From an optimization exercise on the open Yosys and OpenROAD flow, aimed at small area; shortcuts taken in it are not production practice. At most, simulation tests tie the RTL to the original design; equivalence was not proved. Only the layout flow was run in runs 1, 4 and 5; the RTL was not checked for function there. Power is estimated from default activity; no workload was simulated.

==> design.v <==
`timescale 1ns / 1ps
module us_timebase(
    input            clk,
    input            rst,
    output           tick,
    output           tick_nx,    
    output           khz,
    output           half,       
    output reg [2:0] sel
);
    reg  [5:0] p;
    reg  [3:0] u0;
    reg  [2:0] u1;
    assign tick    = ~p[4] & p[3] & p[2] & ~p[1] & p[0];      
    assign tick_nx = p[5] & ~p[3] & p[2] & ~p[0];             
    wire   p1      = ~p[5] & p[4] & ~p[2] & p[1];             
    wire   u0_9    = u0[3] & u0[0];
    wire   u0_0    = ~u0[3] & ~u0[2] & ~u0[1] & ~u0[0];
    wire   odd     = u1[0] ^ sel[0];
    assign khz     = tick & u0_9 & odd;
    assign half    = p1 & u0_0 & odd;
    wire   scan    = tick & u0_9 & u1[2];
    always @(posedge clk or posedge rst) begin
        if (rst) begin
            p <= 6'd9;
            u0 <= 4'd0;
            u1 <= 3'd0;
            sel <= 3'd0;
        end else begin
            p <= {p[4], p[3], p[2] & ~tick, p[1], p[0], p[5] ^ p[0]};
            if (tick) begin
                u0 <= u0_9 ? 4'd0 : {u0[3] ^ (u0[2] & u0[1] & u0[0]), u0[2] ^ (u0[1] & u0[0]), u0[1] ^ u0[0], ~u0[0]};
                if (u0_9)
                    u1 <= u1[2] ? 3'd0 : {u1[1] & u1[0], u1[1] ^ u1[0], ~u1[0]};
                if (scan)
                    sel <= {sel[2] ^ (sel[1] & sel[0]), sel[1] ^ sel[0], ~sel[0]};
            end
        end
    end
endmodule
`timescale 1ns / 1ps
module us_ctrl(
    input      clk,
    input      rst,
    input      khz,
    input      half,
    input      press,
    output     start,
    output     trigger
);
    reg        busy, trig_ph, trig_q;
    reg  [6:0] kcnt;
    assign start = press & ~busy;
    assign trigger = trig_q;
    always @(posedge clk or posedge rst) begin
        if (rst) begin
            busy <= 1'b0;
            trig_ph <= 1'b0;
            trig_q <= 1'b0;
        end else begin
            trig_q <= trig_ph;
            if (start) begin
                busy <= 1'b1;
                trig_ph <= 1'b1;
            end else begin
                if (khz && kcnt == 7'd100) busy <= 1'b0;
                if (half) trig_ph <= 1'b0;
            end
        end
    end
    function [6:0] inc7(input [6:0] x);
        integer i; reg c;
        begin
            c = 1'b1;
            for (i = 0; i < 7; i = i + 1) begin
                inc7[i] = x[i] ^ c;
                c = c & x[i];
            end
        end
    endfunction
    always @(posedge clk) begin
        if (start)
            kcnt <= 7'd0;
        else if (khz)
            kcnt <= inc7(kcnt);
    end
endmodule
`timescale 1ns / 1ps
module us_dist(
    input         clk,
    input         rst,
    input         start,
    input         echo,
    input         tick_nx,
    output [10:0] q,
    output        tout,
    output        load
);
    localparam DI = 2'd0, DH = 2'd1, DC = 2'd2, DD = 2'd3;
    reg  [1:0] ds;
    reg        e1, nz;
    reg  [6:0] f;
    reg  [3:0] q0, q1;
    reg  [2:0] q2;
    assign q = {q2, q1, q0};
    assign load = (ds == DD);
    wire inc  = echo & tick_nx;
    assign tout = q2[2] & q2[0] & q1[2] & q0[2] & q0[0] & f[6] & f[2];   
    wire short_seg = (q0 == 4'd2 || q0 == 4'd4 || q0 == 4'd7 || q0 == 4'd9);
    wire fwrap = short_seg ? (f == 7'd68) : (f == 7'd69);
    function [6:0] inc7(input [6:0] x);
        integer i; reg c;
        begin
            c = 1'b1;
            for (i = 0; i < 7; i = i + 1) begin
                inc7[i] = x[i] ^ c;
                c = c & x[i];
            end
        end
    endfunction
    always @(posedge clk or posedge rst) begin
        if (rst)
            ds <= DI;
        else case (ds)
            DI: if (start) ds <= DH;
            DH: if ((~echo & e1 & nz) | tout) ds <= DC;
            DC: ds <= DD;
            DD: ds <= DI;
        endcase
    end
    wire [3:0] q0i = inc7({3'b0, q0});
    wire [3:0] q1i = inc7({3'b0, q1});
    wire [2:0] q2i = inc7({4'b0, q2});
    always @(posedge clk) begin
        e1 <= echo;
        if (ds == DI) begin
            nz <= 1'b0;
            f  <= 7'd0;
            q0 <= 4'd0;
            q1 <= 4'd0;
            q2 <= 3'd0;
        end else if (ds == DH && inc) begin
            nz <= 1'b1;
            if (fwrap) begin
                f <= 7'd0;
                if (q0 == 4'd9) begin
                    q0 <= 4'd0;
                    if (q1 == 4'd9) begin
                        q1 <= 4'd0;
                        q2 <= q2i;
                    end else
                        q1 <= q1i;
                end else
                    q0 <= q0i;
            end else
                f <= inc7(f);
        end
    end
endmodule
`timescale 1ns / 1ps
module us_button(
    input      clk,
    input      rst,
    input      khz,
    input      btn,
    output     press
);
    reg  [3:0] d;
    assign press = d[3] & d[0];                
    wire [3:0] d1 = {d[3] ^ (d[2] & d[1] & d[0]), d[2] ^ (d[1] & d[0]), d[1] ^ d[0], ~d[0]};
    always @(posedge clk or posedge rst) begin
        if (rst)
            d <= 4'd0;
        else if (khz)
            d <= btn ? (d[3] ? d : d1) : 4'd0;
        else if (d[3] & ~d[1])
            d <= d1;
    end
endmodule
`timescale 1ns / 1ps
module us_display(
    input         clk,
    input         rst,
    input         load,
    input  [10:0] q,
    input         tout,
    input  [2:0]  sel,
    output [7:0]  fnd_font,
    output [3:0]  fnd_comm
);
    reg  [3:0] r0, r1;
    reg  [2:0] r2;
    reg        r9;
    always @(posedge clk or posedge rst) begin
        if (rst) begin
            r0 <= 4'd0;
            r1 <= 4'd0;
            r2 <= 3'd0;
            r9 <= 1'b0;
        end else if (load) begin
            {r2, r1, r0} <= q;
            r9 <= tout;
        end
    end
    reg  [3:0] dig;
    always @(*) begin
        if (r9)
            dig = 4'd9;
        else case (sel[1:0])
            2'd0: dig = r0;
            2'd1: dig = r1;
            2'd2: dig = {1'b0, r2};
            default: dig = 4'd0;
        endcase
    end
    reg  [6:0] seg;
    always @(*) begin
        case (dig)
            4'd0: seg = 7'h40;
            4'd1: seg = 7'h79;
            4'd2: seg = 7'h24;
            4'd3: seg = 7'h30;
            4'd4: seg = 7'h19;
            4'd5: seg = 7'h12;
            4'd6: seg = 7'h02;
            4'd7: seg = 7'h78;
            4'd8: seg = 7'h00;
            4'd9: seg = 7'h10;
            default: seg = 7'h7f;
        endcase
    end
    assign fnd_font = {1'b1, sel[2] ? 7'h7f : seg};
    assign fnd_comm = ~(4'b0001 << sel[1:0]);
endmodule
`timescale 1ns / 1ps
module ultrasonic(
    input               clk,
    input               rst,
    input               btn_start,
    input               echo,
    output              trigger,
    output  [7:0]       fnd_font,
    output  [3:0]       fnd_comm
    );
    wire tick, tick_nx, khz, half, press, start, load, tout;
    wire [2:0] sel;
    wire [10:0] q;
    us_timebase U_TB(.clk(clk), .rst(rst), .tick(tick), .tick_nx(tick_nx),
                     .khz(khz), .half(half), .sel(sel));
    us_button   U_BTN(.clk(clk), .rst(rst), .khz(khz), .btn(btn_start), .press(press));
    us_ctrl     U_CTRL(.clk(clk), .rst(rst), .khz(khz), .half(half), .press(press),
                       .start(start), .trigger(trigger));
    us_dist     U_DIST(.clk(clk), .rst(rst), .start(start), .echo(echo), .tick_nx(tick_nx),
                       .q(q), .tout(tout), .load(load));
    us_display  U_DISP(.clk(clk), .rst(rst), .load(load), .q(q), .tout(tout), .sel(sel),
                       .fnd_font(fnd_font), .fnd_comm(fnd_comm));
endmodule
==> flow/run.sh <==
#!/bin/bash
# Own layout flow: the standard synthesis, then an area-oriented ABC re-mapping
# of the combinational logic only (registers, their names and cell types are
# kept as the standard synthesis made them), then the standard layout steps
# with smaller port buffers and a clock tree without dummy loads.
set -euo pipefail
export DONT_USE_LIST="$(cat flow/dont_use.txt)"
W=$(pwd)
R=$W/orfs/results/$FLOW_PLATFORM/ultrasonic/base
bash standard.sh "$R/1_2_yosys.v" > synth_standard.log 2>&1
cp "$R/1_2_yosys.v" "$W/standard_netlist.v"
yosys -c "$W/flow/reopt.tcl" > reopt.log 2>&1
cp "$W/reopt_netlist.v" "$R/1_2_yosys.v"
bash standard.sh \
  "BUFFER_PORTS_ARGS=-buffer_cell sky130_fd_sc_hd__buf_1" \
  "CTS_ARGS=-sink_clustering_enable -repair_clock_nets -dont_use_dummy_load -sink_clustering_size 40 -sink_clustering_max_diameter 150 -buf_list sky130_fd_sc_hd__clkbuf_4" \
  finish > layout.log 2>&1
==> flow/area.abc <==
strash
dc2
dch -f
amap
topo
==> flow/dont_use.txt <==
sky130_fd_sc_hd__probe_p_8 sky130_fd_sc_hd__probec_p_8 sky130_fd_sc_hd__lpflow_bleeder_1 sky130_fd_sc_hd__lpflow_clkbufkapwr_1 sky130_fd_sc_hd__lpflow_clkbufkapwr_16 sky130_fd_sc_hd__lpflow_clkbufkapwr_2 sky130_fd_sc_hd__lpflow_clkbufkapwr_4 sky130_fd_sc_hd__lpflow_clkbufkapwr_8 sky130_fd_sc_hd__lpflow_clkinvkapwr_1 sky130_fd_sc_hd__lpflow_clkinvkapwr_16 sky130_fd_sc_hd__lpflow_clkinvkapwr_2 sky130_fd_sc_hd__lpflow_clkinvkapwr_4 sky130_fd_sc_hd__lpflow_clkinvkapwr_8 sky130_fd_sc_hd__lpflow_decapkapwr_12 sky130_fd_sc_hd__lpflow_decapkapwr_3 sky130_fd_sc_hd__lpflow_decapkapwr_4 sky130_fd_sc_hd__lpflow_decapkapwr_6 sky130_fd_sc_hd__lpflow_decapkapwr_8 sky130_fd_sc_hd__lpflow_inputiso0n_1 sky130_fd_sc_hd__lpflow_inputiso0p_1 sky130_fd_sc_hd__lpflow_inputiso1n_1 sky130_fd_sc_hd__lpflow_inputiso1p_1 sky130_fd_sc_hd__lpflow_inputisolatch_1 sky130_fd_sc_hd__lpflow_isobufsrc_1 sky130_fd_sc_hd__lpflow_isobufsrc_16 sky130_fd_sc_hd__lpflow_isobufsrc_2 sky130_fd_sc_hd__lpflow_isobufsrc_4 sky130_fd_sc_hd__lpflow_isobufsrc_8 sky130_fd_sc_hd__lpflow_isobufsrckapwr_16 sky130_fd_sc_hd__lpflow_lsbuf_lh_hl_isowell_tap_1 sky130_fd_sc_hd__lpflow_lsbuf_lh_hl_isowell_tap_2 sky130_fd_sc_hd__lpflow_lsbuf_lh_hl_isowell_tap_4 sky130_fd_sc_hd__lpflow_lsbuf_lh_isowell_4 sky130_fd_sc_hd__lpflow_lsbuf_lh_isowell_tap_1 sky130_fd_sc_hd__lpflow_lsbuf_lh_isowell_tap_2 sky130_fd_sc_hd__lpflow_lsbuf_lh_isowell_tap_4 
==> flow/reopt.tcl <==
# Re-map the combinational logic of the standard synthesis netlist for area.
# The flip-flop instances are kept untouched (same names, same cells).
yosys -import
set lib $::env(FLOW_HOME)/platforms/sky130hd/lib/sky130_fd_sc_hd__tt_025C_1v80.lib
set dont_use {}
foreach c $::env(DONT_USE_LIST) { lappend dont_use -dont_use $c }
read_liberty -ignore_miss_func $lib
read_verilog standard_netlist.v
hierarchy -top $::env(FLOW_TOP)
setattr -mod -set keep_hierarchy 1 sky130_fd_sc_hd__df*
flatten
opt_clean
abc -liberty $lib {*}$dont_use -script [file join [pwd] flow area.abc]
opt_clean -purge
hilomap -singleton -hicell sky130_fd_sc_hd__conb_1 HI -locell sky130_fd_sc_hd__conb_1 LO
insbuf -buf sky130_fd_sc_hd__buf_4 A X
splitnets
opt_clean -purge
blackbox sky130_fd_sc_hd__*
tee -o reopt_stat.txt stat -liberty $lib
write_verilog -noattr -nohex -nodec reopt_netlist.v
==> standard.sh <==
#!/bin/bash
# synth_recipe.tcl (not shown) runs the flow's synth.tcl, then flattens the netlist and writes it again
# the make line also repeats each setting of config.mk as NAME=value (left out here)
make -C /OpenROAD-flow-scripts/flow DESIGN_CONFIG=/design/flow/config.mk WORK_HOME=/design/flow/orfs CLKGATE_MAP_FILE= SYNTH_SCRIPT=/design/flow/synth_recipe.tcl "${@:-finish}"
==> config.mk <==
export PLATFORM = sky130hd
export DESIGN_NAME = ultrasonic
export DESIGN_NICKNAME = ultrasonic
export VERILOG_FILES = /design/flow/design.v
export SDC_FILE = /design/flow/constraint.sdc
export NUM_CORES = 4
export LEC_CHECK = 0
export CAP_MARGIN = 20
export CORE_MARGIN = 2
export CORE_UTILIZATION = 40
export SLEW_MARGIN = 20
==> constraint.sdc <==
create_clock -name core_clock -period 120.0 [get_ports {clk}]
set_input_delay 24.0000 -clock core_clock [delete_from_list [all_inputs] [get_ports {clk}]]
set_output_delay 24.0000 -clock core_clock [all_outputs]
set_load 0.01 [all_outputs]
==> results of run 1 <==
[flip-flops by register name, indices dropped and copies added (netlist names)]
signal	count
U_CTRL.trig_q	1
U_TB.u0	4
U_DIST.f	7
U_DIST.q1	4
U_DIST.q2	3
U_TB.u1	3
U_BTN.d	4
U_DISP.r0	4
U_DISP.r2	3
U_DIST.q0	4
U_DIST.ds	2
U_DIST.e1	1
U_TB.p	6
U_CTRL.kcnt	7
U_CTRL.trig_ph	1
U_CTRL.busy	1
U_TB.sel	3
U_DISP.r1	4
U_DIST.nz	1
U_DISP.r9	1
[cell usage in the layout, fill, tap and decap left out, types with 12 or more instances in the layout]
cell type	count
sky130_fd_sc_hd__nand2_1	23
sky130_fd_sc_hd__nor3_1	22
sky130_fd_sc_hd__o21ai_0	18
sky130_fd_sc_hd__dfrtp_1	35
sky130_fd_sc_hd__buf_1	15
sky130_fd_sc_hd__clkinv_1	56
sky130_fd_sc_hd__a21oi_1	12
sky130_fd_sc_hd__o22ai_1	14
sky130_fd_sc_hd__nor2_1	55
sky130_fd_sc_hd__dfxtp_1	27
[metal layers]
metal  vias up  GRT usage  routed length [um]
li1       1165          -                   -
met1      1010      0.218                2680
met2        38      0.241                2350
met3        11     0.0581                 206
met4         0     0.0724                 127
met5         -          0                   0
[power by group]
part           switching, mW  internal (mW)  leakage (nW)
Clock                0.00638        0.00348        0.0414
Combinational        0.00407        0.00154         0.369
Sequential          0.000811         0.0225         0.700
Total                 0.0113         0.0276          1.11
[worst register-to-register path, cell delays in order, from the launching register on]
cell and delay [ns]:
sky130_fd_sc_hd__dfstp_2 0.55, sky130_fd_sc_hd__nand3_1 0.07, sky130_fd_sc_hd__nor3_1 0.26, sky130_fd_sc_hd__and2_0 0.28, sky130_fd_sc_hd__nand2_1 0.14, sky130_fd_sc_hd__nor2_1 0.37
sky130_fd_sc_hd__clkinv_1 0.25, sky130_fd_sc_hd__nor2b_1 0.26, sky130_fd_sc_hd__nand2_1 0.11, sky130_fd_sc_hd__nor2_1 0.17, sky130_fd_sc_hd__and2_0 0.23, sky130_fd_sc_hd__nand2_1 0.09
sky130_fd_sc_hd__nor2_1 0.16, sky130_fd_sc_hd__nor2_1 0.06, sky130_fd_sc_hd__a211oi_1 0.19
[stage by stage]
stage	area [um2]	worst slack (ns)	cells	util
finish	2960	93.39	428	0.441
global placement	2900	93.99	419	0.431
detailed placement	2900	93.83	419	0.431
CTS	2960	93.37	428	0.441
global route	2960	93.08	428	0.441
floorplan	2740	94.01	324	-
[final cells by class]
cell class / instances / area, um2 / area share
Sequential cell: 64 / 1470 / 0.496
Multi-Input combinational cell: 203 / 1050 / 0.355
Inverter: 56 / 210 / 0.0709
Clock buffer: 9 / 67.6 / 0.0228
Timing Repair Buffer: 16 / 63.8 / 0.0215
Tap cell: 80 / 100 / 0.0338
[worst max-delay path by stage]
stage                            startpoint           to  slack (ns)  depth (start not counted)
finish              U_TB.sel[0]$_DFFE_PP0P_  fnd_font[3]       93.39                         10
global route        U_TB.sel[0]$_DFFE_PP0P_  fnd_font[3]       93.08                         10
CTS                 U_TB.sel[0]$_DFFE_PP0P_  fnd_font[3]       93.37                         10
detailed placement  U_TB.sel[0]$_DFFE_PP0P_  fnd_font[3]       93.83                         10
global placement    U_TB.sel[0]$_DFFE_PP0P_  fnd_font[3]       93.99                         10
floorplan           U_TB.sel[0]$_DFFE_PP0P_  fnd_font[3]       94.01                          9
==> run summary, run 1 <==
- In this run, CTS created clock tree buffers numbering 9.
- For this block, the initial DRC count from the detailed router was 150.
- Along the worst path, the maximum fanout reaches 7.
- In this run the tightest slew margin relative to its limit is 0.418.
- Summed over all nets, the half-perimeter wirelength after detailed placement is around 4000 um.
- The boundary pin count is 17.
- Clock tree synthesis selected as its root buffer the cell sky130_fd_sc_hd__clkbuf_4.
- Setup repair after global routing left no endpoint under its margin.
- For this run the aggregate overflow at the end of global routing stands at 0.
- After clock tree synthesis, the clock-pin slew on the worst setup and hold paths is approximately 0.1 ns.
- The synthesized area is 0.00274 mm2.
- For the worst-skew pair, the clock arrives at the later sink with an insertion delay of ~0.40 ns.
- The mean area per synthesized cell is 8.46 um2.
- The vertical die dimension is between 80 and 90 um.
- The origin of the worst min-delay path is U_TB.p[4]$_DFF_PP0_.
- The maximum clock rate is approximately 0.038 GHz.
- The filler cells instantiated in the layout total just under 700.
- The horizontal die dimension is 86.8 um.
- Max-cap violations in this run came to 0.
- The number of cells on the worst reg-to-reg path is 14.
- The startpoint identified for the worst register-to-register timing path is U_TB.p[3]$_DFF_PP1_.
- The flow ran to the end and the layout has no timing, DRC or antenna violations.
- The pin count of the biggest net entering global routing is 20.
- The number of cells on the worst hold path is 0.
- Broken down by cell family, the worst path's largest delay share belongs to compound AO/OA/AOI/OAI gates.
- The proportion of layout cells with a drive suffix above 1 is 0.0345.
- The number of failing hold endpoints at the final stage was 0.
- Among all stages on the critical path, the largest delay is contributed by sky130_fd_sc_hd__a31oi_1.
- The global-route total usage across every layer is 0.164.
- The analysis attributes to cell leakage a power of between 1 and 1.5 nW.
- The critical path goes through clkinv_1, nand2_1, o22ai_1, a31oi_1, nor2_1, nor2_1, nor2_1, o21ai_0, o21bai_1, buf_1.
- The power consumption is between 0.03 and 0.04 mW.
- The max-slew violation total from the final report is 0.
- The via count of the first global-routing pass is ~2,100.
- The total wire length is 5360 um.
- The worst setup path is launched from a flop.
- By startpoint and endpoint, the worst setup path is classified as reg2out.
- The cell that appears most often on the critical path is sky130_fd_sc_hd__nor2_1.
- The first-pass GRT wire length is between 9000 and 10,000 um.
- Post-CTS repair changed the size of 0 cells.
- The initial antenna violation count was 0.
- The area growth from synthesis to layout is 8.17%.
- The worst register-to-register path ends at U_CTRL.kcnt[6]$_SDFFE_PP0P_.
- The CTS sink count is 64.
- For this run, design rule violations remaining after detail routing come to 0.
- In this run the standard cell core region covers 0.00672 mm2.
- After detailed routing, the average wire length per cell comes to 12.5 um.
- Buffers added to address setup during post-CTS repair amount to 0.
- The count of port buffers added during placement is 15.
- The setup slack on the worst flop-to-flop path is between 100 and 150 ns.
- The shortest period the worst path allows is approximately 27 ns.
- For this configuration, the core starts out at a cell density of 0.408.
- The global placement routability congestion is 0.838.
- The buffers plus inverters on the worst setup path is 2.
- The maximum level of the CTS H-tree is 3.
- The detail route stage leaves a number of antenna-violating nets equal to 0.
- The detail-routed via count per cell is 5.20.
- The repair_antennas step left the layout with diodes totalling 0.
- The arrival time of the worst setup path is around 2.6 ns.
- For this run, the detailed router's first-pass iteration total came to 4.
- Across the VDD grid, the largest voltage drop is ~0.007 mV.
- In the finished design, the share of the clock period the worst path needs comes to 0.222.
- The number of nets in the finished design is approximately 350.
- The number of buffers inserted for hold repair after clock tree synthesis is 0.
- The longest clock path from root to sink contains 2 buffers.
- The smallest hold slack is ~0.39 ns.
- TritonCTS built the clock tree.
- Setup total negative slack on the finished layout was measured at 0 ns.
- The worst setup path is captured at an output port.
- Across the routed clock network, the largest skew measured is about 0.032 ns.
- The synthesized instance count is 324.
- The yosys synthesis warning count is 5.
- The total power density per cell area is about 13 mW/mm2.
- In this run the worst hold path is classified as reg2reg.
- Data on the critical path is required at its endpoint by 96.00 ns.
- The end point of the worst hold path is U_TB.p[5]$_DFF_PP0_.
- The post-synthesis net count is 328.
- The final setup violation count is 0.
- The total vias in the final route is 2,224.
- The delay of the slowest cell on the worst path is roughly 0.47 ns.
- The number of rows in the core area is 30.
- The die area is between 0.007 and 0.008 mm2.
- The transition at the pin with the smallest max-transition slack is 0.867 ns.
==> inputs of run 2 (changes only) <==
--- a/design.v
+++ b/design.v
@@ -11,27 +11,30 @@
     reg  [5:0] p;
-    reg  [3:0] u0;
-    reg  [2:0] u1;
-    assign tick    = ~p[4] & p[3] & p[2] & ~p[1] & p[0];      
-    assign tick_nx = p[5] & ~p[3] & p[2] & ~p[0];             
-    wire   p1      = ~p[5] & p[4] & ~p[2] & p[1];             
-    wire   u0_9    = u0[3] & u0[0];
-    wire   u0_0    = ~u0[3] & ~u0[2] & ~u0[1] & ~u0[0];
-    wire   odd     = u1[0] ^ sel[0];
-    assign khz     = tick & u0_9 & odd;
-    assign half    = p1 & u0_0 & odd;
-    wire   scan    = tick & u0_9 & u1[2];
+    reg  [5:0] u;
+    assign tick    = p[5] & p[4] & p[1];       
+    assign tick_nx = p[5] & p[4] & p[0];       
+    wire   u49     = u[5] & u[4] & u[0];
+    assign khz     = tick & (sel[0] ? (u == 6'd9 || u == 6'd29 || u49)
+                                    : (u == 6'd19 || u == 6'd39));
+    assign half    = (p == 6'd1) & (sel[0] ? (u == 6'd0 || u == 6'd20 || u == 6'd40)
+                                           : (u == 6'd10 || u == 6'd30));
+    function [5:0] inc6(input [5:0] x);
+        integer i; reg c;
+        begin
+            c = 1'b1;
+            for (i = 0; i < 6; i = i + 1) begin
+                inc6[i] = x[i] ^ c;
+                c = c & x[i];
+            end
+        end
+    endfunction
     always @(posedge clk or posedge rst) begin
         if (rst) begin
-            p <= 6'd9;
-            u0 <= 4'd0;
-            u1 <= 3'd0;
+            p <= 6'd0;
+            u <= 6'd0;
             sel <= 3'd0;
         end else begin
-            p <= {p[4], p[3], p[2] & ~tick, p[1], p[0], p[5] ^ p[0]};
+            p <= tick ? 6'd1 : inc6(p);
             if (tick) begin
-                u0 <= u0_9 ? 4'd0 : {u0[3] ^ (u0[2] & u0[1] & u0[0]), u0[2] ^ (u0[1] & u0[0]), u0[1] ^ u0[0], ~u0[0]};
-                if (u0_9)
-                    u1 <= u1[2] ? 3'd0 : {u1[1] & u1[0], u1[1] ^ u1[0], ~u1[0]};
-                if (scan)
-                    sel <= {sel[2] ^ (sel[1] & sel[0]), sel[1] ^ sel[0], ~sel[0]};
+                u <= u49 ? 6'd0 : inc6(u);
+                if (u49) sel <= {sel[2] ^ (sel[1] & sel[0]), sel[1] ^ sel[0], ~sel[0]};
             end
--- a/flow/run.sh
+++ b/flow/run.sh
@@ -15,3 +15,3 @@
   "BUFFER_PORTS_ARGS=-buffer_cell sky130_fd_sc_hd__buf_1" \
-  "CTS_ARGS=-sink_clustering_enable -repair_clock_nets -dont_use_dummy_load -sink_clustering_size 40 -sink_clustering_max_diameter 150 -buf_list sky130_fd_sc_hd__clkbuf_4" \
+  "CTS_ARGS=-sink_clustering_enable -repair_clock_nets -dont_use_dummy_load -buf_list sky130_fd_sc_hd__clkbuf_4" \
   finish > layout.log 2>&1
==> run 2 against run 1 <==
Effect of this change:
- total power increased by 1.3%
- clock-buffer cell count stayed put
- clock power barely moved
- hold slack improved by 0.0029 ns
- non-clock buffer count unchanged
- clock skew up 0.00069 ns
- setup slack worse by 0.069 ns
- critical endpoint is now fnd_font[0]
- largest power group unchanged
==> run summary, run 2 <==
- The die area came to 0.00766 mm2 (was 0.00753 mm2).
- The pin count of the biggest net entering global routing is 37 (was 20).
- Setup repair after global routing missed its margin: no (unchanged).
- The max-slew violation total from the final report is 0 (unchanged).
- The post-cts sizing count was 0 (unchanged).
- The arrival time of the worst setup path is 2.68 ns (was 2.61 ns).
- The total power density per cell area is 13.0 mW/mm2 (was 13.1 mW/mm2).
- The area growth from synthesis to layout is 8.21% (was 8.17%).
- The fraction of the core area covered by cells at the end of the flow is 0.447 (was 0.441).
- The number of routed nets with antenna violations came to 0 (unchanged).
- The static leakage is 1.16 nW (was 1.11 nW).
- The register clock-pin slew on the reported worst setup and hold paths is 0.10 ns (about the same).
- The mean area per synthesized cell was 8.21 um2 (was 8.46 um2).
- The number of buffers created by CTS came to 9 (unchanged).
- The cell at the root of the clock tree is sky130_fd_sc_hd__clkbuf_4 (unchanged).
- The start point of the critical path was U_TB.sel[0]$_DFFE_PP0P_ (unchanged).
- The first-pass GRT wire length came to 9670 um (was 9680 um).
- The post-synthesis net count was 344 (was 328).
- The maximum level of the CTS H-tree is 3 (unchanged).
- The slack of the critical path was 93.32 ns (was 93.39 ns).
- The via count of the first global-routing pass is 2,167 (was 2,141).
- The total placed instance area is 0.00295 mm2 (was 0.00290 mm2).
- The maximum fanout along the worst path is 7 (unchanged).
- The total vias in the final route is 2,319 (was 2,224).
- The routed wirelength normalized by instance count is 12.5 um (about the same).
- The number of remaining DRC errors was 0 (unchanged).
- The area used by multi-input combinational logic is 0.00114 mm2 (was 0.00105 mm2).
- The final sum of negative setup slack came to 0 ns (unchanged).
- The aggregate global routing overflow is 0 (unchanged).
- The area of all placed cells without fillers is 0.00302 mm2 (was 0.00296 mm2).
- The startpoint of the lowest-slack register-to-register path is U_TB.p[1]$_DFF_PP0_ (was U_TB.p[3]$_DFF_PP1_).
- The count of antenna diodes in the layout is 0 (unchanged).
- The total wire length came to 5550 um (was 5360 um).
- The transition at the pin with the smallest max-transition slack was 0.818 ns (was 0.867 ns).
- The clock insertion delay at the later pin of the skew report is 0.40 ns (about the same).
- The layout filler cell count is 661 (was 677).
- The final clock skew is 0.0327 ns (was 0.0320 ns).
- The maximum clock rate came to 0.0375 GHz (was 0.0376 GHz).
- The endpoint of the worst-slack reg-to-reg timing path is U_CTRL.kcnt[6]$_SDFFE_PP0P_ (unchanged).
- The global placement routability congestion is 0.900 (was 0.838).
- The initial antenna violation count was 0 (unchanged).
- The storage element area was 0.00144 mm2 (was 0.00147 mm2).
- The number of rows in the core area is 30 (unchanged).
- The worst ir drop on vdd was 0.00500 mV (was 0.00700 mV).
- The global-route total usage across every layer is 0.163 (was 0.164).
- The startpoint class of the critical path is a flop (unchanged).
- The area of the core region is 0.00676 mm2 (was 0.00672 mm2).
- The period utilization came to 0.222 (about the same).
- The CTS sink count is 63 (was 64).
- The buffer count from post-CTS setup fixing came to 0 (unchanged).
- The number of nets in the finished design is 370 (was 354).
- The total iterations of the first detailed-routing run is 5 (was 4).
- The class of the most critical hold timing path is reg2reg (unchanged).
- The vertical die dimension is 87.5 um (was 86.8 um).
- The detail-routed via count per cell is 5.22 (was 5.20).
- The horizontal die dimension is 87.5 um (was 86.8 um).
- The count of maximum capacitance violations was 0 (unchanged).
- The boundary pin count was 17 (unchanged).
- The most frequent standard cell in the layout excluding fill and tap cells is sky130_fd_sc_hd__nor2_1 (was sky130_fd_sc_hd__clkinv_1).
- The maximum count of clock buffers along a single path is 2 (unchanged).
- The worst slack at placement is 93.73 ns (was 93.83 ns).
- The class of the most critical setup path was reg2out (unchanged).
- The shortest period the worst path allows is 26.68 ns (was 26.61 ns).
- The number of buffers inserted for hold repair after clock tree synthesis came to 0 (unchanged).
- Run status: complete, no violations (unchanged).
- The data required time of the worst path is 96.00 ns (about the same).
- The number of cells on the worst reg-to-reg path was 17 (was 14).
- The final setup violation count is 0 (unchanged).
- Largest registers: U_CTRL.kcnt (7), U_DIST.f (7) (was U_CTRL.kcnt (7), U_DIST.f (7), U_TB.p (6)).
- The synthesized area is 0.00279 mm2 (was 0.00274 mm2).
- The yosys synthesis warning count is 5 (unchanged).
- The CTS tree is done (unchanged).
- The proportion of layout cells with a drive suffix above 1 is 0.0302 (was 0.0345).
- The remaining max-slew budget at the tightest pin is 0.451 (was 0.418).
- The critical path endpoint category is an output port (unchanged).
- The starting DRC count in detailed routing is 81 (was 150).
- The synthesized instance count is 340 (was 324).
- The initial core utilization was 0.413 (was 0.408).
- The HPWL after detailed placement came to 4130 um (was 4080 um).
- The count of port buffers added during placement is 15 (unchanged).
- The setup slack on the worst flop-to-flop path came to 115.93 ns (was 116.75 ns).
- Most frequent cells in the layout: 69 x sky130_fd_sc_hd__nor2_1, 54 x sky130_fd_sc_hd__clkinv_1, 36 x sky130_fd_sc_hd__dfrtp_1 (was 56 x sky130_fd_sc_hd__clkinv_1, 55 x sky130_fd_sc_hd__nor2_1, 35 x sky130_fd_sc_hd__dfrtp_1).
- The termination of the worst setup path was fnd_font[0] (was fnd_font[3]).
- The number of failing hold endpoints at the final stage was 0 (unchanged).
-- run 2: area by class of cell --
cell class	count	share of cell area
flip-flops and latches	63	0.477
inverters	54	0.0671
repair buffers	16	0.0211
well taps	80	0.0332
clock buffers	9	0.0224
multi-input cells	222	0.379
-- run 2: power breakdown --
part | internal (mW) | total (mW) | switching (mW)
registers | 0.0225 | 0.0235 | 0.000937
logic | 0.00152 | 0.00601 | 0.00449
clock network | 0.00348 | 0.00987 | 0.00638
total | 0.0275 | 0.0393 | 0.0118
-- run 2: worst min path at each step --
stage / from / cells after the start / slack [ns] / end
after floorplan: U_CTRL.trig_ph$_DFFE_PP0P_ / 0 / 0.36 / U_CTRL.trig_q$_DFF_PP0_
after global placement: U_CTRL.trig_ph$_DFFE_PP0P_ / 0 / 0.37 / U_CTRL.trig_q$_DFF_PP0_
after detailed placement: U_CTRL.trig_ph$_DFFE_PP0P_ / 0 / 0.37 / U_CTRL.trig_q$_DFF_PP0_
after CTS: U_CTRL.trig_ph$_DFFE_PP0P_ / 0 / 0.40 / U_CTRL.trig_q$_DFF_PP0_
after global routing: U_CTRL.trig_ph$_DFFE_PP0P_ / 0 / 0.41 / U_CTRL.trig_q$_DFF_PP0_
final: U_CTRL.trig_ph$_DFFE_PP0P_ / 0 / 0.39 / U_CTRL.trig_q$_DFF_PP0_
-- run 2: metrics by stage --
stage	instances	power (mW)	hold WS [ns]
global placement	435	0.0298	0.368
detailed placement	435	0.0301	0.373
global route	444	0.0421	0.407
CTS	444	0.0400	0.399
finish	444	0.0393	0.395
floorplan	340	0.0282	0.361
-- run 2: critical path: stages (launching register included) --
cell	delay, ns
sky130_fd_sc_hd__dfrtp_1	0.45
sky130_fd_sc_hd__clkinv_1	0.18
sky130_fd_sc_hd__nor2_1	0.22
sky130_fd_sc_hd__clkinv_1	0.15
sky130_fd_sc_hd__o221ai_1	0.45
sky130_fd_sc_hd__nor2_1	0.16
sky130_fd_sc_hd__a221oi_1	0.39
sky130_fd_sc_hd__o41ai_1	0.14
sky130_fd_sc_hd__buf_1	0.15
-- run 2: layer usage --
| metal | track usage | routed length, um |
|---|---|---|
| met1 | 0.220 | 2840 |
| met2 | 0.240 | 2420 |
| met3 | 0.0351 | 206 |
| met4 | 0.0951 | 90 |
| met5 | 0 | 0 |
==> inputs of run 3 (changes only) <==
--- a/design.v
+++ b/design.v
@@ -11,30 +11,27 @@
     reg  [5:0] p;
-    reg  [5:0] u;
-    assign tick    = p[5] & p[4] & p[1];       
-    assign tick_nx = p[5] & p[4] & p[0];       
-    wire   u49     = u[5] & u[4] & u[0];
-    assign khz     = tick & (sel[0] ? (u == 6'd9 || u == 6'd29 || u49)
-                                    : (u == 6'd19 || u == 6'd39));
-    assign half    = (p == 6'd1) & (sel[0] ? (u == 6'd0 || u == 6'd20 || u == 6'd40)
-                                           : (u == 6'd10 || u == 6'd30));
-    function [5:0] inc6(input [5:0] x);
-        integer i; reg c;
-        begin
-            c = 1'b1;
-            for (i = 0; i < 6; i = i + 1) begin
-                inc6[i] = x[i] ^ c;
-                c = c & x[i];
-            end
-        end
-    endfunction
+    reg  [3:0] u0;
+    reg  [2:0] u1;
+    assign tick    = ~p[4] & p[3] & p[2] & ~p[1] & p[0];      
+    assign tick_nx = p[5] & ~p[3] & p[2] & ~p[0];             
+    wire   p1      = ~p[5] & p[4] & ~p[2] & p[1];             
+    wire   u0_9    = u0[3] & ~u0[2];
+    wire   u0_0    = ~u0[2] & ~u0[1];
+    wire   odd     = u1[0] ^ sel[0];
+    assign khz     = tick & u0_9 & odd;
+    assign half    = p1 & u0_0 & odd;
+    wire   scan    = tick & u0_9 & u1[2];
     always @(posedge clk or posedge rst) begin
         if (rst) begin
-            p <= 6'd0;
-            u <= 6'd0;
+            p <= 6'd9;
+            u0 <= 4'b0000;
+            u1 <= 3'd0;
             sel <= 3'd0;
         end else begin
-            p <= tick ? 6'd1 : inc6(p);
+            p <= {p[4], p[3], p[2] & ~tick, p[1], p[0], p[5] ^ p[0]};
             if (tick) begin
-                u <= u49 ? 6'd0 : inc6(u);
-                if (u49) sel <= {sel[2] ^ (sel[1] & sel[0]), sel[1] ^ sel[0], ~sel[0]};
+                u0 <= {(~u0[3] & u0[1] & ~u0[0]) | (u0[3] & ~u0[1]), (~u0[3] & ~u0[0]) | (~u0[3] & u0[1]), u0[2], ~u0[1]};
+                if (u0_9)
+                    u1 <= u1[2] ? 3'd0 : {u1[1] & u1[0], u1[1] ^ u1[0], ~u1[0]};
+                if (scan)
+                    sel <= {sel[2] ^ (sel[1] & sel[0]), sel[1] ^ sel[0], ~sel[0]};
             end
@@ -110,5 +107,9 @@
     wire inc  = echo & tick_nx;
-    assign tout = q2[2] & q2[0] & q1[2] & q0[2] & q0[0] & f[6] & f[2];   
-    wire short_seg = (q0 == 4'd2 || q0 == 4'd4 || q0 == 4'd7 || q0 == 4'd9);
-    wire fwrap = short_seg ? (f == 7'd68) : (f == 7'd69);
+    wire f68 = f[6] & f[5] & f[4] & f[2];
+    wire f69 = f[6] & f[5] & f[3] & ~f[1] & ~f[0];
+    assign tout = q2[1] & ~q2[0] & q1[2] & q1[1] & q0[1] & ~q0[0] & f68;
+    wire short_seg = (~q0[2] & q0[1]) | (q0[1] & q0[0]);     
+    wire q0_9 = q0[3] & ~q0[2];
+    wire q1_9 = q1[3] & ~q1[2];
+    wire fwrap = short_seg ? f68 : f69;
     function [6:0] inc7(input [6:0] x);
@@ -133,5 +134,5 @@
     end
-    wire [3:0] q0i = inc7({3'b0, q0});
-    wire [3:0] q1i = inc7({3'b0, q1});
-    wire [2:0] q2i = inc7({4'b0, q2});
+    wire [3:0] q0i = {(~q0[3] & q0[1] & ~q0[0]) | (q0[3] & ~q0[1]), (~q0[3] & ~q0[0]) | (~q0[3] & q0[1]), q0[2], ~q0[1]};
+    wire [3:0] q1i = {(~q1[3] & q1[1] & ~q1[0]) | (q1[3] & ~q1[1]), (~q1[3] & ~q1[0]) | (~q1[3] & q1[1]), q1[2], ~q1[1]};
+    wire [2:0] q2i = {~q2[0] | q2[1], q2[2], ~q2[1]};
     always @(posedge clk) begin
@@ -141,5 +142,5 @@
             f  <= 7'd0;
-            q0 <= 4'd0;
-            q1 <= 4'd0;
-            q2 <= 3'd0;
+            q0 <= 4'b0000;
+            q1 <= 4'b0000;
+            q2 <= 3'b000;
         end else if (ds == DH && inc) begin
@@ -148,13 +149,9 @@
                 f <= 7'd0;
-                if (q0 == 4'd9) begin
-                    q0 <= 4'd0;
-                    if (q1 == 4'd9) begin
-                        q1 <= 4'd0;
-                        q2 <= q2i;
-                    end else
-                        q1 <= q1i;
-                end else
-                    q0 <= q0i;
+                q0 <= q0i;
+                if (q0_9) begin
+                    q1 <= q1i;
+                    if (q1_9) q2 <= q2i;
+                end
             end else
-                f <= inc7(f);
+                f <= {f[5:0], ~(f[6] ^ f[0])};
         end
@@ -171,11 +168,11 @@
     reg  [3:0] d;
-    assign press = d[3] & d[0];                
-    wire [3:0] d1 = {d[3] ^ (d[2] & d[1] & d[0]), d[2] ^ (d[1] & d[0]), d[1] ^ d[0], ~d[0]};
+    assign press = d[3] & d[1];                
     always @(posedge clk or posedge rst) begin
         if (rst)
-            d <= 4'd0;
-        else if (khz)
-            d <= btn ? (d[3] ? d : d1) : 4'd0;
-        else if (d[3] & ~d[1])
-            d <= d1;
+            d <= 4'b0000;
+        else
+            d <= {(~khz & d[3] & ~d[1]) | (khz & btn & d[2] & ~d[1]),
+                  (~khz & d[2]) | (khz & btn & d[0]),
+                  (~khz & d[1]) | (d[3] & ~d[2]) | (khz & btn & ~d[2]),
+                  (~khz & d[0]) | (khz & btn & ~d[3] & ~d[1]) | (khz & btn & ~d[3] & d[2])};
     end
@@ -198,5 +195,5 @@
         if (rst) begin
-            r0 <= 4'd0;
-            r1 <= 4'd0;
-            r2 <= 3'd0;
+            r0 <= 4'b0000;
+            r1 <= 4'b0000;
+            r2 <= 3'b000;
             r9 <= 1'b0;
@@ -210,3 +207,3 @@
         if (r9)
-            dig = 4'd9;
+            dig = 4'b1011;
         else case (sel[1:0])
@@ -215,21 +212,12 @@
             2'd2: dig = {1'b0, r2};
-            default: dig = 4'd0;
+            default: dig = 4'b0000;
         endcase
     end
-    reg  [6:0] seg;
-    always @(*) begin
-        case (dig)
-            4'd0: seg = 7'h40;
-            4'd1: seg = 7'h79;
-            4'd2: seg = 7'h24;
-            4'd3: seg = 7'h30;
-            4'd4: seg = 7'h19;
-            4'd5: seg = 7'h12;
-            4'd6: seg = 7'h02;
-            4'd7: seg = 7'h78;
-            4'd8: seg = 7'h00;
-            4'd9: seg = 7'h10;
-            default: seg = 7'h7f;
-        endcase
-    end
+    wire [6:0] seg = {(~dig[2] & ~dig[0]) | (~dig[1] & dig[0]),
+                      (~dig[3] & ~dig[2] & dig[1]) | (~dig[3] & dig[2] & ~dig[1]),
+                      (~dig[3] & dig[1] & ~dig[0]) | (~dig[3] & dig[2]) | (dig[3] & ~dig[2]),
+                      (~dig[2] & dig[1] & ~dig[0]) | (dig[2] & dig[0]),
+                      ~dig[3] & ~dig[2] & dig[0],
+                      dig[2] & dig[1] & ~dig[0],
+                      dig[2] & dig[0]};
     assign fnd_font = {1'b1, sel[2] ? 7'h7f : seg};
--- a/flow/run.sh
+++ b/flow/run.sh
@@ -15,3 +15,3 @@
   "BUFFER_PORTS_ARGS=-buffer_cell sky130_fd_sc_hd__buf_1" \
-  "CTS_ARGS=-sink_clustering_enable -repair_clock_nets -dont_use_dummy_load -buf_list sky130_fd_sc_hd__clkbuf_4" \
+  "CTS_ARGS=-sink_clustering_enable -repair_clock_nets -dont_use_dummy_load -sink_clustering_size 40 -sink_clustering_max_diameter 150 -buf_list sky130_fd_sc_hd__clkbuf_4" \
   finish > layout.log 2>&1
==> run 3 against run 2 <==
Effect of this change:
- clock power about the same
- clock-buffer cell count unchanged
- synthesized cell count down 11%
- critical path depth up 5
- still clean
- combinational power down 25%
- largest cell class unchanged
==> run summary, run 3 <==
- Largest registers: U_CTRL.kcnt (7), U_DIST.f (7), U_TB.p (6) (was U_CTRL.kcnt (7), U_DIST.f (7)).
- The critical path endpoint category was a flop (was output port).
- The number of buffers inserted for hold repair after clock tree synthesis came to 0 (unchanged).
- The count of port buffers added during placement is 15 (unchanged).
- The HPWL after detailed placement came to 3620 um (was 4130 um).
- The final clock skew is 0.0423 ns (was 0.0327 ns).
- The clock insertion delay at the later pin of the skew report is 0.40 ns (about the same).
- The total vias in the final route was 2,059 (was 2,319).
- The number of cells on the worst reg-to-reg path is 12 (was 17).
- The vertical die dimension is 84.8 um (was 87.5 um).
- The initial antenna violation count came to 0 (unchanged).
- The number of buffers created by CTS is 9 (unchanged).
- The CTS sink count came to 64 (was 63).
- The number of failing hold endpoints at the final stage is 0 (unchanged).
- The endpoint of the worst-slack reg-to-reg timing path is U_DIST.q2[0]$_SDFFE_PP0P_ (was U_CTRL.kcnt[6]$_SDFFE_PP0P_).
- The mean area per synthesized cell was 8.67 um2 (was 8.21 um2).
- The maximum clock rate came to 0.0369 GHz (was 0.0375 GHz).
- The setup slack on the worst flop-to-flop path is 115.98 ns (was 115.93 ns).
- The data required time of the worst path is 120.32 ns (was 96.00 ns).
- The area of all placed cells without fillers was 0.00283 mm2 (was 0.00302 mm2).
- The count of antenna diodes in the layout is 0 (unchanged).
- The synthesized area is 0.00261 mm2 (was 0.00279 mm2).
- The maximum count of clock buffers along a single path is 2 (unchanged).
- The class of the most critical setup path is in2reg (was reg2out).
- The routed wirelength normalized by instance count is 12.1 um (was 12.5 um).
- The CTS tree is done (unchanged).
- The most frequent standard cell in the layout excluding fill and tap cells was sky130_fd_sc_hd__clkinv_1 (was sky130_fd_sc_hd__nor2_1).
- The register clock-pin slew on the reported worst setup and hold paths is 0.11 ns (was 0.10 ns).
- The buffer count from post-CTS setup fixing came to 0 (unchanged).
- Most frequent cells in the layout: 55 x sky130_fd_sc_hd__clkinv_1, 44 x sky130_fd_sc_hd__nor2_1, 35 x sky130_fd_sc_hd__dfrtp_1 (was 69 x sky130_fd_sc_hd__nor2_1, 54 x sky130_fd_sc_hd__clkinv_1, 36 x sky130_fd_sc_hd__dfrtp_1).
- The global placement routability congestion is 0.867 (was 0.900).
- The total wire length was 4870 um (was 5550 um).
- The yosys synthesis warning count is 5 (unchanged).
- The pin count of the biggest net entering global routing was 38 (was 37).
- The final setup violation count is 0 (unchanged).
- The maximum fanout along the worst path was 10 (was 7).
- The transition at the pin with the smallest max-transition slack is 1.01 ns (was 0.818 ns).
- The cell at the root of the clock tree is sky130_fd_sc_hd__clkbuf_4 (unchanged).
- The die area is 0.00719 mm2 (was 0.00766 mm2).
- The worst ir drop on vdd came to 0.00447 mV (was 0.00500 mV).
- The static leakage is 1.11 nW (was 1.16 nW).
- The synthesized instance count is 301 (was 340).
- The area used by multi-input combinational logic is 927 um2 (was 0.00114 mm2).
- The power consumption is 0.0368 mW (was 0.0393 mW).
- The number of rows in the core area came to 29 (was 30).
- The global-route total usage across every layer is 0.149 (was 0.163).
- The aggregate global routing overflow is 0 (unchanged).
- The number of cells on the worst hold path is 0 (unchanged).
- The starting DRC count in detailed routing was 153 (was 81).
- The boundary pin count came to 17 (unchanged).
- The startpoint of the lowest-slack register-to-register path is U_DIST.ds[1]$_DFFE_PP0P_ (was U_TB.p[1]$_DFF_PP0_).
- Setup repair after global routing missed its margin: no (unchanged).
- The via count of the first global-routing pass is 1,929 (was 2,167).
- The detail-routed via count per cell is 5.12 (was 5.22).
- The number of nets in the finished design was 331 (was 370).
- The post-cts sizing count is 0 (unchanged).
- The max-slew violation total from the final report is 0 (unchanged).
- The number of routed nets with antenna violations is 0 (unchanged).
- The initial core utilization came to 0.413 (about the same).
- The post-synthesis net count came to 305 (was 344).
- The area growth from synthesis to layout is 8.44% (was 8.21%).
- The end point of the worst hold path was U_TB.p[2]$_DFF_PP0_ (was U_CTRL.trig_q$_DFF_PP0_).
- The remaining max-slew budget at the tightest pin is 0.320 (was 0.451).
- The period utilization is 0.226 (was 0.222).
- The count of maximum capacitance violations is 0 (unchanged).
- The storage element area came to 0.00147 mm2 (was 0.00144 mm2).
- Run status: complete, no violations (unchanged).
- The horizontal die dimension is 84.8 um (was 87.5 um).
- The total placed instance area was 0.00276 mm2 (was 0.00295 mm2).
- The startpoint class of the critical path is an input pin (was flop).
- The maximum level of the CTS H-tree is 3 (unchanged).
- The first-pass GRT wire length is 8530 um (was 9670 um).
- The layout filler cell count was 628 (was 661).
- The proportion of layout cells with a drive suffix above 1 was 0.0369 (was 0.0302).
- The final sum of negative setup slack was 0 ns (unchanged).
- The shortest period the worst path allows came to 27.13 ns (was 26.68 ns).
- The origin of the worst min-delay path is U_TB.p[1]$_DFF_PP0_ (was U_CTRL.trig_ph$_DFFE_PP0P_).
- The area of the core region was 0.00631 mm2 (was 0.00676 mm2).
- The total power density per cell area is 13.0 mW/mm2 (about the same).
- The class of the most critical hold timing path is reg2reg (unchanged).
- The total iterations of the first detailed-routing run came to 5 (unchanged).
- The arrival time of the worst setup path was 27.45 ns (was 2.68 ns).
- The number of remaining DRC errors is 0 (unchanged).
-- run 3: per-layer routing --
layer	track usage	wire length, um	up-vias
met1	0.206	2490	923
met5	0	0	-
li1	-	-	1081
met2	0.213	2050	43
met3	0.0433	229	12
met4	0.0779	99	0
-- run 3: stage by stage --
stage | hold WS, ns | utilization | std cells | worst slack (ns)
after global routing | 0.398 | 0.448 | 402 | 92.30
final | 0.390 | 0.448 | 402 | 92.87
after floorplan | 0.361 | - | 301 | 93.14
after CTS | 0.389 | 0.448 | 402 | 92.93
after detailed placement | 0.367 | 0.438 | 393 | 92.49
after global placement | 0.366 | 0.438 | 393 | 92.61
-- run 3: worst max path at each step --
stage | endpoint | slack (ns) | depth (start not counted) | from
floorplan | U_DIST.q2[1]$_SDFFE_PP0P_ | 93.14 | 12 | echo
global placement | U_DIST.q2[1]$_SDFFE_PP0P_ | 92.61 | 13 | echo
detailed placement | U_DIST.q2[1]$_SDFFE_PP0P_ | 92.49 | 13 | echo
CTS | U_DIST.q2[0]$_SDFFE_PP0P_ | 92.93 | 13 | echo
global route | U_DIST.q2[0]$_SDFFE_PP0P_ | 92.30 | 13 | echo
finish | U_DIST.q2[0]$_SDFFE_PP0P_ | 92.87 | 13 | echo
-- run 3: where the power goes --
group	leakage, nW	internal, mW	switching [mW]
logic	0.364	0.00102	0.00350
clock network	0.0414	0.00348	0.00639
registers	0.706	0.0220	0.000428
total	1.11	0.0265	0.0103
-- run 3: critical path, stage by stage --
cell                       delay (ns)
sky130_fd_sc_hd__buf_1           0.12
sky130_fd_sc_hd__nand2_1         0.07
sky130_fd_sc_hd__nor4_1          0.76
sky130_fd_sc_hd__clkinv_1        0.50
sky130_fd_sc_hd__nor3_1          0.24
sky130_fd_sc_hd__a41oi_1         0.06
sky130_fd_sc_hd__nor2_1          0.20
sky130_fd_sc_hd__clkinv_1        0.17
sky130_fd_sc_hd__nor3_1          0.28
sky130_fd_sc_hd__clkinv_1        0.21
sky130_fd_sc_hd__nor3_1          0.34
sky130_fd_sc_hd__clkinv_1        0.19
sky130_fd_sc_hd__a221oi_1        0.30
-- run 3: layout make-up --
| class | count | share of cell area |
|---|---|---|
| repair buffers | 16 | 0.0225 |
| clock buffers | 9 | 0.0239 |
| well taps | 77 | 0.0340 |
| inverters | 55 | 0.0729 |
| flip-flops and latches | 64 | 0.519 |
| multi-input cells | 181 | 0.328 |
==> inputs of run 4 (changes only) <==
--- a/design.v
+++ b/design.v
@@ -7,3 +7,4 @@
     output           khz,
-    output           half,       
+    output           k3,         
+    output           h2,         
     output reg [2:0] sel
@@ -15,3 +16,4 @@
     assign tick_nx = p[5] & ~p[3] & p[2] & ~p[0];             
-    wire   p1      = ~p[5] & p[4] & ~p[2] & p[1];             
+    wire   p2      = p[5] & ~p[3] & p[2] & p[1] & p[0];       
+    wire   p3      = ~p[4] & p[3] & p[2] & p[1] & ~p[0];      
     wire   u0_9    = u0[3] & ~u0[2];
@@ -20,3 +22,4 @@
     assign khz     = tick & u0_9 & odd;
-    assign half    = p1 & u0_0 & odd;
+    assign k3      = p3 & u0_0 & ~odd;
+    assign h2      = p2 & u0_0 & odd;
     wire   scan    = tick & u0_9 & u1[2];
@@ -45,3 +48,4 @@
     input      khz,
-    input      half,
+    input      k3,
+    input      h2,
     input      press,
@@ -50,3 +54,3 @@
 );
-    reg        busy, trig_ph, trig_q;
+    reg        busy, trig_q;
     reg  [6:0] kcnt;
@@ -57,13 +61,12 @@
             busy <= 1'b0;
-            trig_ph <= 1'b0;
             trig_q <= 1'b0;
         end else begin
-            trig_q <= trig_ph;
-            if (start) begin
+            if (start)
                 busy <= 1'b1;
-                trig_ph <= 1'b1;
-            end else begin
-                if (khz && kcnt == 7'd100) busy <= 1'b0;
-                if (half) trig_ph <= 1'b0;
-            end
+            else if (khz && kcnt == 7'd100)
+                busy <= 1'b0;
+            if (busy && kcnt == 7'd0 && k3)
+                trig_q <= 1'b1;
+            else if (h2)
+                trig_q <= 1'b0;
         end
@@ -235,3 +238,3 @@
     );
-    wire tick, tick_nx, khz, half, press, start, load, tout;
+    wire tick, tick_nx, khz, k3, h2, press, start, load, tout;
     wire [2:0] sel;
@@ -239,5 +242,5 @@
     us_timebase U_TB(.clk(clk), .rst(rst), .tick(tick), .tick_nx(tick_nx),
-                     .khz(khz), .half(half), .sel(sel));
+                     .khz(khz), .k3(k3), .h2(h2), .sel(sel));
     us_button   U_BTN(.clk(clk), .rst(rst), .khz(khz), .btn(btn_start), .press(press));
-    us_ctrl     U_CTRL(.clk(clk), .rst(rst), .khz(khz), .half(half), .press(press),
+    us_ctrl     U_CTRL(.clk(clk), .rst(rst), .khz(khz), .k3(k3), .h2(h2), .press(press),
                        .start(start), .trigger(trigger));
--- a/flow/run.sh
+++ b/flow/run.sh
@@ -15,3 +15,3 @@
   "BUFFER_PORTS_ARGS=-buffer_cell sky130_fd_sc_hd__buf_1" \
-  "CTS_ARGS=-sink_clustering_enable -repair_clock_nets -dont_use_dummy_load -sink_clustering_size 40 -sink_clustering_max_diameter 150 -buf_list sky130_fd_sc_hd__clkbuf_4" \
+  "CTS_ARGS=-sink_clustering_enable -repair_clock_nets -dont_use_dummy_load -buf_list sky130_fd_sc_hd__clkbuf_4" \
   finish > layout.log 2>&1
==> flow/area.abc (replaced) <==
strash
&get -n
&deepsyn -T 60
&put
dch -f
amap
topo
==> run 4 against run 3 <==
Effect of this change:
- hold slack got worse by 0.0077 ns
- combinational power is 65% higher
- utilization decreased by 0.52 points
- critical path type is now reg2out
- critical endpoint is now fnd_font[1]
- largest power group unchanged
==> run summary, run 4 <==
- The synthesized area is 0.00256 mm2 (was 0.00261 mm2).
- The number of rows in the core area is 29 (unchanged).
- The total vias in the final route is 1,967 (was 2,059).
- The static leakage came to 1.07 nW (was 1.11 nW).
- The aggregate global routing overflow was 0 (unchanged).
- Cell breakdown of the critical path: clkinv_1, nand2_1, o22ai_1, a21oi_1, nor2b_1, clkinv_1, o21ai_0, buf_1 (was buf_1, nand2_1, nor4_1, clkinv_1, nor3_1, a41oi_1, nor2_1, clkinv_1, nor3_1, clkinv_1, nor3_1, clkinv_1, a221oi_1).
- The largest delay contributor family on the critical path is compound AO/OA/AOI/OAI gates (was simple AND/OR/NAND/NOR gates).
- The class of the most critical setup path is reg2out (was in2reg).
- The critical path endpoint category is an output port (was flop).
- The routed wirelength normalized by instance count came to 12.1 um (about the same).
- The yosys synthesis warning count came to 5 (unchanged).
- The arrival time of the worst setup path is 2.15 ns (was 27.45 ns).
- The final clock skew was 0.0380 ns (was 0.0423 ns).
- The initial core utilization is 0.408 (was 0.413).
- The first-pass GRT wire length is 8220 um (was 8530 um).
- The register clock-pin slew on the reported worst setup and hold paths came to 0.10 ns (was 0.11 ns).
- The proportion of layout cells with a drive suffix above 1 came to 0.0383 (was 0.0369).
- The remaining max-slew budget at the tightest pin came to 0.369 (was 0.320).
- The global-route total usage across every layer was 0.147 (was 0.149).
- Largest registers: U_CTRL.kcnt (7), U_DIST.f (7), U_TB.p (6) (unchanged).
- The count of port buffers added during placement was 15 (unchanged).
- The layout filler cell count came to 631 (was 628).
- The delay of the slowest cell on the worst path came to 0.44 ns (was 0.76 ns).
- The most frequent standard cell in the layout excluding fill and tap cells was sky130_fd_sc_hd__clkinv_1 (unchanged).
- The CTS tree is done (unchanged).
- The cell type of the slowest stage on the worst timing path was sky130_fd_sc_hd__dfrtp_1 (was sky130_fd_sc_hd__nor4_1).
- The synthesized instance count is 289 (was 301).
- The final setup violation count is 0 (unchanged).
- The data required time of the worst path came to 96.00 ns (was 120.32 ns).
- The maximum clock rate is 0.0382 GHz (was 0.0369 GHz).
- The via count of the first global-routing pass is 1,743 (was 1,929).
- The starting DRC count in detailed routing came to 134 (was 153).
- The period utilization is 0.218 (was 0.226).
- The power consumption is 0.0410 mW (was 0.0368 mW).
- The post-synthesis net count is 293 (was 305).
- The max-slew violation total from the final report is 0 (unchanged).
- The buffers plus inverters on the worst setup path came to 3 (was 5).
- The pin count of the biggest net entering global routing is 37 (was 38).
- The library cell appearing most often on the critical path is sky130_fd_sc_hd__clkinv_1 (unchanged).
- The class of the most critical hold timing path is reg2reg (unchanged).
- The shortest period the worst path allows is 26.15 ns (was 27.13 ns).
- The CTS sink count is 63 (was 64).
- The number of buffers inserted for hold repair after clock tree synthesis was 0 (unchanged).
- The maximum level of the CTS H-tree is 3 (unchanged).
- The startpoint class of the critical path is a flop (was input pin).
- The total wire length is 4720 um (was 4870 um).
- The count of antenna diodes in the layout is 0 (unchanged).
- The clock insertion delay at the later pin of the skew report is 0.39 ns (was 0.40 ns).
- The initial antenna violation count is 0 (unchanged).
- The number of failing hold endpoints at the final stage is 0 (unchanged).
- The HPWL after detailed placement is 3460 um (was 3620 um).
- The number of nets in the finished design was 319 (was 331).
- The area used by multi-input combinational logic is 911 um2 (was 927 um2).
- The die area came to 0.00706 mm2 (was 0.00719 mm2).
- The area of the core region is 0.00628 mm2 (was 0.00631 mm2).
- The buffer count from post-CTS setup fixing is 0 (unchanged).
- The worst ir drop on vdd is 0.00684 mV (was 0.00447 mV).
- Most frequent cells in the layout: 53 x sky130_fd_sc_hd__clkinv_1, 46 x sky130_fd_sc_hd__nor2_1, 34 x sky130_fd_sc_hd__dfrtp_1 (was 55 x sky130_fd_sc_hd__clkinv_1, 44 x sky130_fd_sc_hd__nor2_1, 35 x sky130_fd_sc_hd__dfrtp_1).
- The mean area per synthesized cell came to 8.86 um2 (was 8.67 um2).
- The total power density per cell area is 14.7 mW/mm2 (was 13.0 mW/mm2).
- The storage element area was 0.00144 mm2 (was 0.00147 mm2).
- The vertical die dimension was 84.0 um (was 84.8 um).
- The total iterations of the first detailed-routing run was 4 (was 5).
- The number of buffers created by CTS is 9 (unchanged).
- The number of remaining DRC errors is 0 (unchanged).
- The area growth from synthesis to layout is 8.60% (was 8.44%).
- The smallest hold slack is 0.383 ns (was 0.390 ns).
- The global placement routability congestion is 0.807 (was 0.867).
- The horizontal die dimension is 84.0 um (was 84.8 um).
- The post-cts sizing count is 0 (unchanged).
- The boundary pin count is 17 (unchanged).
- The detail-routed via count per cell was 5.04 (was 5.12).
- The cell at the root of the clock tree is sky130_fd_sc_hd__clkbuf_4 (unchanged).
- Run status: complete, no violations (unchanged).
- The number of routed nets with antenna violations is 0 (unchanged).
- Setup repair after global routing missed its margin: no (unchanged).
- The final sum of negative setup slack is 0 ns (unchanged).
- The count of maximum capacitance violations was 0 (unchanged).
- The maximum fanout along the worst path is 6 (was 10).
- The transition at the pin with the smallest max-transition slack came to 0.939 ns (was 1.01 ns).
- The maximum count of clock buffers along a single path is 2 (unchanged).
run 4: worst reg2reg max path: stages (launching register included):
cell                       delay [ns]
sky130_fd_sc_hd__dfstp_2         0.56
sky130_fd_sc_hd__clkinv_1        0.14
sky130_fd_sc_hd__nor4_1          0.59
sky130_fd_sc_hd__clkinv_1        0.25
sky130_fd_sc_hd__nor2_1          0.18
sky130_fd_sc_hd__nand2_1         0.14
sky130_fd_sc_hd__nor2_1          0.36
sky130_fd_sc_hd__clkinv_1        0.20
sky130_fd_sc_hd__nor2b_1         0.23
sky130_fd_sc_hd__nand2_1         0.12
sky130_fd_sc_hd__nor2_1          0.18
sky130_fd_sc_hd__and2_0          0.21
sky130_fd_sc_hd__nand2_1         0.10
sky130_fd_sc_hd__nor2_1          0.17
sky130_fd_sc_hd__nor2_1          0.06
sky130_fd_sc_hd__a211oi_1        0.19
run 4: cell type report:
type | instances | area share
Tap cell | 77 | 0.0346
Clock buffer | 9 | 0.0243
Sequential cell | 63 | 0.519
Timing Repair Buffer | 16 | 0.0229
Multi-Input combinational cell | 172 | 0.327
Inverter | 53 | 0.0715
run 4: worst paths after layout:
kind | from | cells past startpoint | slack (ns) | endpoint
worst max-delay path | U_TB.sel[0]$_DFFE_PP0P_ | 8 | 93.85 | fnd_font[1]
worst min register to register | U_TB.p[4]$_DFF_PP0_ | 0 | 0.38 | U_TB.p[5]$_DFF_PP0_
min in group asynchronous | rst | 3 | 23.67 | U_BTN.d[0]$_DFF_PP0_
worst max register to register | U_TB.p[0]$_DFF_PP1_ | 15 | 116.26 | U_CTRL.kcnt[6]$_SDFFE_PP0P_
worst min-delay path | U_TB.p[4]$_DFF_PP0_ | 0 | 0.38 | U_TB.p[5]$_DFF_PP0_
max in group asynchronous | rst | 3 | 95.97 | U_TB.p[0]$_DFF_PP1_
run 4: through the flow:
stage,std cells,cell area (um2),util,worst slack (ns)
global route,390,2780,0.443,93.61
global placement,381,2710,0.432,94.29
finish,390,2780,0.443,93.85
detailed placement,381,2710,0.432,94.24
floorplan,289,2560,-,94.37
CTS,390,2780,0.443,93.80
run 4: layer usage:
layer	up-vias	wire [um]	global-route usage
met2	28	1960	0.193
met1	889	2550	0.221
li1	1043	-	-
met5	-	0	0
met4	0	81	0.0792
met3	7	123	0.0346
run 4: power breakdown:
part           switching [mW]  total [mW]  internal, mW  leakage [nW]
Clock                 0.00631     0.00980       0.00349        0.0414
Sequential            0.00140      0.0238        0.0224         0.684
Combinational         0.00501     0.00746       0.00245         0.346
==> inputs of run 5 (changes only) <==
--- a/flow/run.sh
+++ b/flow/run.sh
@@ -15,3 +15,3 @@
   "BUFFER_PORTS_ARGS=-buffer_cell sky130_fd_sc_hd__buf_1" \
-  "CTS_ARGS=-sink_clustering_enable -repair_clock_nets -dont_use_dummy_load -buf_list sky130_fd_sc_hd__clkbuf_4" \
+  "CTS_ARGS=-sink_clustering_enable -repair_clock_nets -dont_use_dummy_load -sink_clustering_size 20 -sink_clustering_max_diameter 100 -root_buf sky130_fd_sc_hd__clkbuf_8 -buf_list sky130_fd_sc_hd__clkbuf_4" \
   finish > layout.log 2>&1
==> run 5 against run 4 <==
Effect of this change:
- clock-buffer cell count unchanged
- critical path depth unchanged
- area after synthesis is the same
- flip-flop and latch count did not move
- hold slack worse by 0.0069 ns
- critical endpoint unchanged
- largest power group unchanged
- highest routed layer unchanged
==> run summary, run 5 <==
- The number of routed nets with antenna violations is 0 (unchanged).
- The global-route total usage across every layer was 0.148 (was 0.147).
- The initial antenna violation count is 0 (unchanged).
- The aggregate global routing overflow is 0 (unchanged).
- The most frequent standard cell in the layout excluding fill and tap cells is sky130_fd_sc_hd__clkinv_1 (unchanged).
- The die area was 0.00706 mm2 (unchanged).
- The count of port buffers added during placement is 15 (unchanged).
- The mean area per synthesized cell is 8.86 um2 (unchanged).
- The layout filler cell count is 619 (was 631).
- The final clock skew is 0.0201 ns (was 0.0380 ns).
- The total vias in the final route came to 1,977 (was 1,967).
- The via count of the first global-routing pass is 1,737 (was 1,743).
- The smallest hold slack is 0.376 ns (was 0.383 ns).
- The routed wirelength normalized by instance count is 12.1 um (about the same).
- The horizontal die dimension is 84.0 um (unchanged).
- The synthesized area is 0.00256 mm2 (unchanged).
- The max-slew violation total from the final report is 0 (unchanged).
- The total wire length is 4710 um (was 4720 um).
- The storage element area is 0.00144 mm2 (unchanged).
- The total power density per cell area is 15.7 mW/mm2 (was 14.7 mW/mm2).
- The transition at the pin with the smallest max-transition slack is 0.932 ns (was 0.939 ns).
- The total placed instance area is 0.00271 mm2 (unchanged).
- The post-cts sizing count is 0 (unchanged).
- The number of buffers inserted for hold repair after clock tree synthesis was 0 (unchanged).
- The area of the core region is 0.00628 mm2 (unchanged).
- The post-synthesis net count was 293 (unchanged).
- The proportion of layout cells with a drive suffix above 1 was 0.0383 (unchanged).
- The maximum fanout along the worst path is 6 (unchanged).
- The starting DRC count in detailed routing came to 111 (was 134).
- The register clock-pin slew on the reported worst setup and hold paths is 0.07 ns (was 0.10 ns).
- The worst slack at placement came to 94.24 ns (unchanged).
- The number of nets in the finished design is 319 (unchanged).
- The data required time of the worst path came to 96.00 ns (about the same).
- Run status: complete, no violations (unchanged).
- The boundary pin count is 17 (unchanged).
- The yosys synthesis warning count is 5 (unchanged).
- The maximum level of the CTS H-tree was 3 (unchanged).
- The static leakage is 1.09 nW (was 1.07 nW).
- Setup repair after global routing missed its margin: no (unchanged).
- The class of the most critical setup path is reg2out (unchanged).
- The number of rows in the core area is 29 (unchanged).
- The final sum of negative setup slack came to 0 ns (unchanged).
- The maximum clock rate is 0.0383 GHz (was 0.0382 GHz).
- The arrival time of the worst setup path is 2.09 ns (was 2.15 ns).
- The final setup violation count was 0 (unchanged).
- The number of buffers created by CTS is 9 (unchanged).
- The critical path endpoint category is an output port (unchanged).
- The slack of the critical path is 93.91 ns (was 93.85 ns).
- The CTS sink count was 63 (unchanged).
- The pin count of the biggest net entering global routing came to 37 (unchanged).
- The CTS tree is done (unchanged).
- The maximum count of clock buffers along a single path is 2 (unchanged).
- Largest registers: U_CTRL.kcnt (7), U_DIST.f (7), U_TB.p (6) (unchanged).
- The first-pass GRT wire length is 8240 um (was 8220 um).
- The cell at the root of the clock tree is sky130_fd_sc_hd__clkbuf_8 (was sky130_fd_sc_hd__clkbuf_4).
- The startpoint class of the critical path is a flop (unchanged).
- The clock insertion delay at the later pin of the skew report is 0.33 ns (was 0.39 ns).
- The count of maximum capacitance violations is 0 (unchanged).
- The class of the most critical hold timing path is reg2reg (unchanged).
- The setup slack on the worst flop-to-flop path is 116.27 ns (was 116.26 ns).
- The worst ir drop on vdd is 0.00695 mV (was 0.00684 mV).
- The remaining max-slew budget at the tightest pin came to 0.374 (was 0.369).
- Most frequent cells in the layout: 53 x sky130_fd_sc_hd__clkinv_1, 46 x sky130_fd_sc_hd__nor2_1, 34 x sky130_fd_sc_hd__dfrtp_1 (unchanged).
- The global placement routability congestion is 0.807 (unchanged).
- The HPWL after detailed placement is 3460 um (unchanged).
- The count of antenna diodes in the layout was 0 (unchanged).
- The synthesized instance count came to 289 (unchanged).
- The area used by multi-input combinational logic is 911 um2 (unchanged).
- The buffer count from post-CTS setup fixing is 0 (unchanged).
- The detail-routed via count per cell is 5.07 (was 5.04).
- The vertical die dimension is 84.0 um (unchanged).
## run 5: final cells by class
type                       count  area share
timing repair buffer          16      0.0225
tap                           77      0.0340
multi-input combinational    172       0.321
clock buffer                   9      0.0437
inverter                      53      0.0701
sequential                    63       0.509
## run 5: where the power goes
group	internal, mW	total, mW	switching, mW
sequential	0.0224	0.0238	0.00140
combinational	0.00245	0.00745	0.00500
clock	0.00666	0.0134	0.00671
## run 5: worst paths after layout
check                                        startpoint  cells past startpoint                           to
max in group asynchronous                           rst                      3          U_TB.p[0]$_DFF_PP1_
min in group asynchronous                           rst                      3         U_BTN.d[0]$_DFF_PP0_
worst min-delay path                U_TB.p[4]$_DFF_PP0_                      0          U_TB.p[5]$_DFF_PP0_
worst max-delay path            U_TB.sel[0]$_DFFE_PP0P_                      8                  fnd_font[1]
worst max register to register      U_TB.p[0]$_DFF_PP1_                     15  U_CTRL.kcnt[6]$_SDFFE_PP0P_
worst min register to register      U_TB.p[4]$_DFF_PP0_                      0          U_TB.p[5]$_DFF_PP0_
## run 5: critical path: stages (launching register included)
cell	delay, ns
sky130_fd_sc_hd__dfrtp_1	0.43
sky130_fd_sc_hd__clkinv_1	0.18
sky130_fd_sc_hd__nand2_1	0.15
sky130_fd_sc_hd__o22ai_1	0.09
sky130_fd_sc_hd__a21oi_1	0.25
sky130_fd_sc_hd__nor2b_1	0.24
sky130_fd_sc_hd__clkinv_1	0.10
sky130_fd_sc_hd__o21ai_0	0.17
sky130_fd_sc_hd__buf_1	0.17
## run 5: stage by stage
| step | util | cells | total power, mW |
|---|---|---|---|
| global placement | 0.432 | 381 | 0.0315 |
| floorplan | - | 289 | 0.0293 |
| detailed placement | 0.432 | 381 | 0.0316 |
| global route | 0.452 | 390 | 0.0475 |
| finish | 0.452 | 390 | 0.0446 |
| CTS | 0.452 | 390 | 0.0452 |
## run 5: metal layers
metal | GRT usage | share of wire | up-vias
met5 | 0 | 0 | -
met4 | 0.0792 | 0.022 | 0
met3 | 0.0376 | 0.032 | 9
met2 | 0.192 | 0.41 | 31
met1 | 0.223 | 0.54 | 894
li1 | - | - | 1043

Check on run 5: ideal ports give 93.909 ns setup slack; a clkbuf_16 on the clock port and buf_2 on the inputs give 93.881 ns; moving port delays by the midpoint clock arrival (0.348 ns) as well gives 94.229 ns.
